This is an optimization exercise on Yosys and OpenROAD, whose aim is small area, a short achievable clock period and few clock cycles per item, not a production implementation.
Function was checked by simulation only, so behaviour that the tests miss may differ from the original.
Power figures rest on the tool's default switching activity, not on a simulated workload.

==> tundra <==
// multiplier32FP
module multiplier32FP (
	input  logic        clk,
	input  logic        rst_n,
	input  logic        start_i,
	input  logic [31:0] a_i,
	input  logic [31:0] b_i,
	output logic        done_o,
	output logic        nan_o,
	output logic        infinit_o,
	output logic        overflow_o,
	output logic        underflow_o,
	output logic [31:0] product_o
);
	logic [7:0]  ea, eb;
	logic [22:0] fa, fb;
	logic        ea_nz, eb_nz, fa_nz, fb_nz, ea_max, eb_max;
	logic [23:0] ma, mb;
	logic        da, db;
	logic [22:0] fsub;
	logic [4:0]  msb, k;
	logic [9:0]  sum3;
	logic [8:0]  esum;
	logic        low0;
	logic [5:0]  vsh;
	assign ea = a_i[30:23];
	assign eb = b_i[30:23];
	assign fa = a_i[22:0];
	assign fb = b_i[22:0];
	assign ea_nz = |ea;
	assign eb_nz = |eb;
	assign fa_nz = |fa;
	assign fb_nz = |fb;
	assign ea_max = &ea;
	assign eb_max = &eb;
	assign ma = {ea_nz, fa};
	assign mb = {eb_nz, fb};
	assign da = !ea_nz && fa_nz;
	assign db = !eb_nz && fb_nz;
	assign fsub = da ? fa : fb;
	always_comb begin
		msb = 5'd0;
		for (int i = 0; i < 23; i++)
			if (fsub[i]) msb = 5'(i);
	end
	assign k    = (da || db) ? msb : 5'd22;
	assign sum3 = {2'b0, ea} + {2'b0, eb} + {5'b0, k};
	assign low0 = (sum3 <= 10'd149);
	assign esum = {1'b0, ea} + {1'b0, eb} + {8'b0, da | db};
	always_comb begin
		if (!low0)              vsh = (da || db) ? {1'b0, msb} : 6'd23;
		else if (esum <= 9'd88) vsh = 6'd63;
		else                    vsh = 6'(9'd151 - esum);
	end
	logic [47:0] ms, mc, s_r, c_r;
	mul24_cs u_mul (.a(ma), .b(mb), .s(ms), .c(mc));
	logic [9:0]  sum3_r;
	logic [5:0]  vsh_r;
	logic        low0_r, sign_r, bd_r, nan_r, z_r, inf_op_r;
	always_ff @(posedge clk) begin
		s_r      <= ms;
		c_r      <= mc;
		sum3_r   <= sum3;
		vsh_r    <= vsh;
		low0_r   <= low0;
		sign_r   <= a_i[31] ^ b_i[31];
		bd_r     <= da && db;
		nan_r    <= (ea_max && fa_nz) || (eb_max && fb_nz);
		z_r      <= (!ea_nz && !fa_nz) || (!eb_nz && !fb_nz);
		inf_op_r <= (ea_max && !fa_nz) || (eb_max && !fb_nz);
	end
	always_ff @(posedge clk or negedge rst_n) begin
		if (!rst_n) done_o <= 1'b0;
		else        done_o <= start_i;
	end
	logic [7:0]  ef;
  ...
==> flow/config.mk <==
export PLATFORM = sky130hd
export DESIGN_NAME = multiplier32FP
export DESIGN_NICKNAME = multiplier32FP
export VERILOG_FILES = /design/flow/design.v
export SDC_FILE = /design/flow/constraint.sdc
export NUM_CORES = 4
export LEC_CHECK = 0
export CAP_MARGIN = 20
export CORE_MARGIN = 2
export CORE_UTILIZATION = 40
export PLACE_DENSITY = 0.6
export SLEW_MARGIN = 20
export SYNTH_HIERARCHICAL = 1
==> flow/constraint.sdc <==
create_clock -name core_clock -period 15.0 [get_ports {clk}]
set_input_delay 3.0000 -clock core_clock [delete_from_list [all_inputs] [get_ports {clk}]]
set_output_delay 3.0000 -clock core_clock [all_outputs]
set_load 0.01 [all_outputs]
run.sh (not shown) runs the stock make flow with config.mk's settings and CLKGATE_MAP_FILE= SYNTH_SCRIPT=/design/flow/synth_recipe.tcl, a recipe that flattens the netlist after the stock synthesis.
==> cedar (differences from tundra) <==
==> flow/flow/run.sh (new file) <==
#!/bin/bash
# Own layout flow: the standard ORFS flow (standard.sh), unchanged except
# that the input and output ports are buffered with buf_4 cells instead of the
# default port-buffer choice. Each make step writes its own log under
# orfs/logs; the make output as a whole goes to standard.log.
set -euo pipefail
export BUFFER_PORTS_ARGS="-buffer_cell sky130_fd_sc_hd__buf_4"
bash standard.sh > standard.log 2>&1
==> flow/standard.sh (new file) <==
#!/bin/bash
# synth_recipe.tcl (not shown) runs the flow's synth.tcl, then flattens the netlist and writes it again
# the make line also repeats each setting of config.mk as NAME=value (left out here)
make -C /OpenROAD-flow-scripts/flow DESIGN_CONFIG=/design/flow/config.mk WORK_HOME=/design/flow/orfs CLKGATE_MAP_FILE= SYNTH_SCRIPT=/design/flow/synth_recipe.tcl "${@:-finish}"
removed: flow/run.sh
==> comparison table <==
item	tundra	cedar
Run status	no timing/DRC/antenna violations	no timing/DRC/antenna violations
Initial antenna violation count	1	0
Area of the multi-input gates	0.0219 mm²	0.0219 mm²
Internal power	3.38 mW	3.32 mW
Number of global-route vias before repair	22700	22600
Final critical-path required period	9640 ps	9310 ps
Post-Layout Cell Count	3578	3544
Fraction of power spent switching nets	0.563	0.568
Arrival time at the worst endpoint	9910 ps	9580 ps
Maximum clock rate	0.104 GHz	0.107 GHz
Post-layout instance area	0.0278 mm²	0.0274 mm²
Global Route met3 Usage	0.0389	0.0268
Maximum number of pins on one net before global-route repair	55	56
Post-route fraction of the period consumed by the critical path	0.643	0.621
Slowest CP cell	sky130_fd_sc_hd__o32ai_1	sky130_fd_sc_hd__o21bai_2
Leakage power of the design	9.61 nW	9.54 nW
Inserted Diodes	1	0
Testbench counts of tundra, summed over its fixed seeds: cycles 3,200, ops 3,200.
Testbench counts of cedar, summed over its fixed seeds: cycles 3,200, ops 3,200.

-- re-timing with driven ports --
Ports are ideal in the flow. The routed layouts listed here were re-timed in OpenROAD.
Step 1 sets driving cells, clkbuf_16 on the clock port and buf_2 on the other inputs (assumed; they add their load-dependent delay and slew).
Step 2 also shifts input and output timing later by t, the mid clock arrival at the registers, as if the neighbouring blocks saw the same clock.
a / b / c = ideal / step 1 / step 2; a / b = the first two.
run | t, ns | slack for setup (ns) | worst setup path after step 2 | pins driven straight from the clock port
tundra | 0.478 | 5.359 / 5.390 / 4.912 | input to register | 1
cedar | 0.481 | 5.691 / 5.726 / 5.245 | input to register | 1
After both steps every run listed still meets setup and hold. For tundra, which loses most, drivers alone change the setup slack by +0.031 ns; drivers and shift together by -0.447 ns.
